Source: an optimization exercise on an open RTL-to-GDS flow (aim: small area). Production flows keep margins and buffers that such runs may drop.
RTL that was checked went through simulation tests only; none was proved equivalent to the original.
Power figures rest on the tool's default switching activity, not on a simulated workload.

==> run a <==
==> flow/design.v <==
`timescale 1ns / 1ps
module apb_bit (
    input wire clk,
    input wire we,
    input wire web,
    input wire d,
    output reg q
);
    always @(posedge clk)
        q <= (q & web) | (d & we);
endmodule
module apb_aoi3 (
    input wire a0, input wire s0,
    input wire a1, input wire s1,
    input wire a2, input wire s2,
    output wire y
);
    assign y = ~((a0 & s0) | (a1 & s1) | (a2 & s2));
endmodule
module apb_nand2 (
    input wire a, input wire b,
    output wire y
);
    assign y = ~(a & b);
endmodule
module apb_and3 (
    input wire a, input wire b, input wire c,
    output wire y
);
    assign y = a & b & c;
endmodule
module apb_nand4 (
    input wire a, input wire b, input wire c, input wire d,
    output wire y
);
    assign y = ~(a & b & c & d);
endmodule
module apb_inv (
    input wire a,
    output wire y
);
    assign y = ~a;
endmodule
module apb_slave (
    input wire PCLK,
    input wire PRESETn,
    input wire PSEL,
    input wire PENABLE,
    input wire PWRITE,
    input wire [31:0] PADDR,
    input wire [31:0] PWDATA,
    output wire [31:0] PRDATA,
    output reg PREADY
);
    reg [3:0] raddr;
    wire [15:0] we;
    wire [15:0] web;
    wire [15:0] sel;
    wire [15:0] seln;
    wire [31:0] q [0:15];
    always @(posedge PCLK or negedge PRESETn) begin
        if (~PRESETn)
            PREADY <= 0;
        else
            PREADY <= 1;
    end
    always @(posedge PCLK)
        raddr <= PADDR[3:0];
    wire wr = PSEL & PENABLE & PWRITE;
    wire [3:0] wlo, whi, rlo, rhi;
    genvar i, w, b;
    generate
        for (i = 0; i < 4; i = i + 1) begin : pre
            assign wlo[i] = wr & (PADDR[1:0] == i);
            assign whi[i] = (PADDR[3:2] == i);
            assign rlo[i] = (raddr[1:0] == i);
            assign rhi[i] = (raddr[3:2] == i);
        end
        for (w = 0; w < 16; w = w + 1) begin : word
            apb_nand2 wn (.a(whi[w / 4]), .b(wlo[w % 4]), .y(web[w]));
            apb_inv   wi (.a(web[w]), .y(we[w]));
            apb_nand2 rn (.a(rhi[w / 4]), .b(rlo[w % 4]), .y(seln[w]));
            apb_inv   ri (.a(seln[w]), .y(sel[w]));
            for (b = 0; b < 32; b = b + 1) begin : bits
                apb_bit u (.clk(PCLK), .we(we[w]), .web(web[w]), .d(PWDATA[b]), .q(q[w][b]));
            end
        end
        for (b = 0; b < 32; b = b + 1) begin : rd
            wire [5:0] x;
            wire x012;
            apb_aoi3 g0 (.a0(q[0][b]),  .s0(sel[0]),  .a1(q[1][b]),  .s1(sel[1]),  .a2(q[2][b]),  .s2(sel[2]),  .y(x[0]));
            apb_aoi3 g1 (.a0(q[3][b]),  .s0(sel[3]),  .a1(q[4][b]),  .s1(sel[4]),  .a2(q[5][b]),  .s2(sel[5]),  .y(x[1]));
            apb_aoi3 g2 (.a0(q[6][b]),  .s0(sel[6]),  .a1(q[7][b]),  .s1(sel[7]),  .a2(q[8][b]),  .s2(sel[8]),  .y(x[2]));
            apb_aoi3 g3 (.a0(q[9][b]),  .s0(sel[9]),  .a1(q[10][b]), .s1(sel[10]), .a2(q[11][b]), .s2(sel[11]), .y(x[3]));
            apb_aoi3 g4 (.a0(q[12][b]), .s0(sel[12]), .a1(q[13][b]), .s1(sel[13]), .a2(q[14][b]), .s2(sel[14]), .y(x[4]));
            apb_nand2 g5 (.a(q[15][b]), .b(sel[15]), .y(x[5]));
            apb_and3  g6 (.a(x[0]), .b(x[1]), .c(x[2]), .y(x012));
            apb_nand4 g7 (.a(x012), .b(x[3]), .c(x[4]), .d(x[5]), .y(PRDATA[b]));
        end
    endgenerate
endmodule
==> flow/flow/run.sh <==
#!/bin/bash
# Own layout flow: the standard synthesis and layout, with
#  - port buffers of the smallest buffer cell (every port still gets one),
#  - clock tree of clkbuf_8 leaf clusters without dummy balancing loads.
# Each step's full output goes to a log of its own in this folder.
set -euo pipefail
bash standard.sh synth > synth.log 2>&1
CTS="-sink_clustering_enable -repair_clock_nets -dont_use_dummy_load -buf_list sky130_fd_sc_hd__clkbuf_8 -sink_clustering_size 20 -sink_clustering_max_diameter 50"
bash standard.sh \
  "BUFFER_PORTS_ARGS=-buffer_cell sky130_fd_sc_hd__buf_1" \
  "CTS_ARGS=$CTS" \
  finish > layout.log 2>&1
==> flow/standard.sh <==
#!/bin/bash
# synth_recipe.tcl (not shown) runs the flow's synth.tcl, then flattens the netlist and writes it again
# the make line also repeats each setting of config.mk as NAME=value (left out here)
make -C /OpenROAD-flow-scripts/flow DESIGN_CONFIG=/design/flow/config.mk WORK_HOME=/design/flow/orfs CLKGATE_MAP_FILE= SYNTH_SCRIPT=/design/flow/synth_recipe.tcl "${@:-finish}"
==> flow/config.mk <==
export PLATFORM = sky130hd
export DESIGN_NAME = apb_slave
export DESIGN_NICKNAME = apb_slave
export VERILOG_FILES = /design/flow/design.v
export SDC_FILE = /design/flow/constraint.sdc
export NUM_CORES = 4
export LEC_CHECK = 0
export CAP_MARGIN = 0
export CORE_MARGIN = 2
export CORE_UTILIZATION = 65
export PLACE_DENSITY = 0.75
export SLEW_MARGIN = 0
export SYNTH_HIERARCHICAL = 1
export SYNTH_MINIMUM_KEEP_SIZE = 0
==> flow/constraint.sdc <==
create_clock -name core_clock -period 5.0 [get_ports {PCLK}]
set_input_delay 1.0000 -clock core_clock [delete_from_list [all_inputs] [get_ports {PCLK}]]
set_output_delay 1.0000 -clock core_clock [all_outputs]
set_load 0.01 [all_outputs]
==> run b (differences from run a) <==
==> flow/design.v, changed modules only <==
module apb_slave (
    input wire PCLK,
    input wire PRESETn,
    input wire PSEL,
    input wire PENABLE,
    input wire PWRITE,
    input wire [31:0] PADDR,
    input wire [31:0] PWDATA,
    output wire [31:0] PRDATA,
    output reg PREADY
);
    reg [31:0] mem [0:15];
    reg [3:0] raddr;
    always @(posedge PCLK or negedge PRESETn) begin
        if (~PRESETn)
            PREADY <= 0;
        else
            PREADY <= 1;
    end
    always @(posedge PCLK) begin
        raddr <= PADDR[3:0];
        if (PSEL && PENABLE && PWRITE)
            mem[PADDR[3:0]] <= PWDATA;
    end
    assign PRDATA = mem[raddr];
endmodule
// module apb_bit removed
// module apb_aoi3 removed
// module apb_nand2 removed
// module apb_and3 removed
// module apb_nand4 removed
// module apb_inv removed
==> flow/run.sh (new file) <==
#!/bin/bash
# synth_recipe.tcl (not shown) runs the flow's synth.tcl, then flattens the netlist and writes it again
# the make line also repeats each setting of config.mk as NAME=value (left out here)
make -C /OpenROAD-flow-scripts/flow DESIGN_CONFIG=/design/flow/config.mk WORK_HOME=/design/flow/orfs CLKGATE_MAP_FILE= SYNTH_SCRIPT=/design/flow/synth_recipe.tcl finish
CAP_MARGIN = 20   (was 0)
CORE_UTILIZATION = 40   (was 65)
PLACE_DENSITY = default   (was 0.75)
SLEW_MARGIN = 20   (was 0)
SYNTH_HIERARCHICAL = default   (was 1)
SYNTH_MINIMUM_KEEP_SIZE = default   (was 0)
removed: flow/flow/run.sh
removed: flow/standard.sh
==> run c (differences from run a) <==
==> flow/design.v, changed modules only <==
module apb_slave (
    input wire PCLK,
    input wire PRESETn,
    input wire PSEL,
    input wire PENABLE,
    input wire PWRITE,
    input wire [31:0] PADDR,
    input wire [31:0] PWDATA,
    output wire [31:0] PRDATA,
    output reg PREADY
);
    reg [3:0] raddr;
    wire [31:0] we;
    wire [31:0] web;
    wire [31:0] sel;
    wire [31:0] seln;
    wire [31:0] q [0:15];
    always @(posedge PCLK or negedge PRESETn) begin
        if (~PRESETn)
            PREADY <= 0;
        else
            PREADY <= 1;
    end
    always @(posedge PCLK)
        raddr <= PADDR[3:0];
    wire wr = PSEL & PENABLE & PWRITE;
    wire [3:0] wlo, whi, rlo, rhi;
    genvar i, w, b;
    generate
        for (i = 0; i < 4; i = i + 1) begin : pre
            assign wlo[i] = wr & (PADDR[1:0] == i);
            assign whi[i] = (PADDR[3:2] == i);
            assign rlo[i] = (raddr[1:0] == i);
            assign rhi[i] = (raddr[3:2] == i);
        end
        for (w = 0; w < 16; w = w + 1) begin : word
            for (i = 0; i < 2; i = i + 1) begin : half
                apb_nand2 wn (.a(whi[w / 4]), .b(wlo[w % 4]), .y(web[i*16 + w]));
                apb_inv   wi (.a(web[i*16 + w]), .y(we[i*16 + w]));
                apb_nand2 rn (.a(rhi[w / 4]), .b(rlo[w % 4]), .y(seln[i*16 + w]));
                apb_inv   ri (.a(seln[i*16 + w]), .y(sel[i*16 + w]));
            end
            for (b = 0; b < 32; b = b + 1) begin : bits
                apb_bit u (.clk(PCLK), .we(we[(b / 16)*16 + w]), .web(web[(b / 16)*16 + w]), .d(PWDATA[b]), .q(q[w][b]));
            end
        end
        for (b = 0; b < 32; b = b + 1) begin : rd
            wire [5:0] x;
            wire x012;
            apb_aoi3 g0 (.a0(q[0][b]),  .s0(sel[(b / 16)*16 + 0]),  .a1(q[1][b]),  .s1(sel[(b / 16)*16 + 1]),  .a2(q[2][b]),  .s2(sel[(b / 16)*16 + 2]),  .y(x[0]));
            apb_aoi3 g1 (.a0(q[3][b]),  .s0(sel[(b / 16)*16 + 3]),  .a1(q[4][b]),  .s1(sel[(b / 16)*16 + 4]),  .a2(q[5][b]),  .s2(sel[(b / 16)*16 + 5]),  .y(x[1]));
            apb_aoi3 g2 (.a0(q[6][b]),  .s0(sel[(b / 16)*16 + 6]),  .a1(q[7][b]),  .s1(sel[(b / 16)*16 + 7]),  .a2(q[8][b]),  .s2(sel[(b / 16)*16 + 8]),  .y(x[2]));
            apb_aoi3 g3 (.a0(q[9][b]),  .s0(sel[(b / 16)*16 + 9]),  .a1(q[10][b]), .s1(sel[(b / 16)*16 + 10]), .a2(q[11][b]), .s2(sel[(b / 16)*16 + 11]), .y(x[3]));
            apb_aoi3 g4 (.a0(q[12][b]), .s0(sel[(b / 16)*16 + 12]), .a1(q[13][b]), .s1(sel[(b / 16)*16 + 13]), .a2(q[14][b]), .s2(sel[(b / 16)*16 + 14]), .y(x[4]));
            apb_nand2 g5 (.a(q[15][b]), .b(sel[(b / 16)*16 + 15]), .y(x[5]));
            apb_and3  g6 (.a(x[0]), .b(x[1]), .c(x[2]), .y(x012));
            apb_nand4 g7 (.a(x012), .b(x[3]), .c(x[4]), .d(x[5]), .y(PRDATA[b]));
        end
    endgenerate
endmodule
--- a/flow/flow/run.sh
+++ b/flow/flow/run.sh
@@ -5,7 +5,7 @@
 # Each step's full output goes to a log of its own in this folder.
 set -euo pipefail
 bash standard.sh synth > synth.log 2>&1
-CTS="-sink_clustering_enable -repair_clock_nets -dont_use_dummy_load -buf_list sky130_fd_sc_hd__clkbuf_8 -sink_clustering_size 20 -sink_clustering_max_diameter 50"
+CTS="-sink_clustering_enable -repair_clock_nets -dont_use_dummy_load -buf_list sky130_fd_sc_hd__clkbuf_8 -sink_clustering_size 20 -sink_clustering_max_diameter 45"
 bash standard.sh \
   "BUFFER_PORTS_ARGS=-buffer_cell sky130_fd_sc_hd__buf_1" \
   "CTS_ARGS=$CTS" \
CAP_MARGIN = 20   (was 0)
GPL_TIMING_DRIVEN = 0   (was default)
SLEW_MARGIN = 20   (was 0)
==> run d (differences from run a) <==
GPL_TIMING_DRIVEN = 0   (was default)
==> summary.txt <==
- The highest hold slack belongs to run b, the lowest to run c.
- Worst setup slack: run d < run b < run a < run c.
- Between run c and run b, the lower clock power is in run c (gap about 40%, measured against run b).
- Run b finished clean. Run c produced a clean layout. Run a ran to the end with no violations. Run d finished but failed the layout checks on max-capacitance violations, max-slew violations.
- In sequential power, run d and run c hardly differ.
- Maximum frequency: run c > run a > run b > run d.
- In run b the die area is larger than in run d, by 79%.
- The lowest final area belongs to run c, the highest to run b.
- Of run c and run b, run c has the higher combinational power (gap 110%, measured against run b).
- Register-to-register slack is about the same in run d and run a.
- Against run a, the synthesized cell count of run b is smaller by 41%.
No functional check of the RTL was part of run a, run b and run d.

## re-timing with driven ports
The results above use ideal ports. As a check the final layouts listed here were re-extracted and re-timed, cells and wires unchanged. Step 1: set_driving_cell puts a clkbuf_16 on PCLK and a buf_2 on each other input, an assumption about the parent block. Step 2, shift: input delay + t, output delay - t, t = (earliest + latest rising clock arrival at the registers) / 2. This alone moves slack from input paths to output paths. Slacks: ideal / step 1 / step 2; pairs: ideal / step 1.
run | shift t [ns] | setup slack, ns | worst setup path after step 2
run a | 0.617 | 0.831 / 0.784 / 1.400 | register to output
run b | 0.625 | 0.758 / 0.706 / 1.331 | register to output
run c | 0.617 | 0.976 / 0.925 / 1.012 | input to register
run d | 0.615 | 0.710 / 0.662 / 0.679 | input to register
For run d, which loses most, drivers alone change the setup slack by -0.048 ns; drivers and shift together by -0.031 ns.
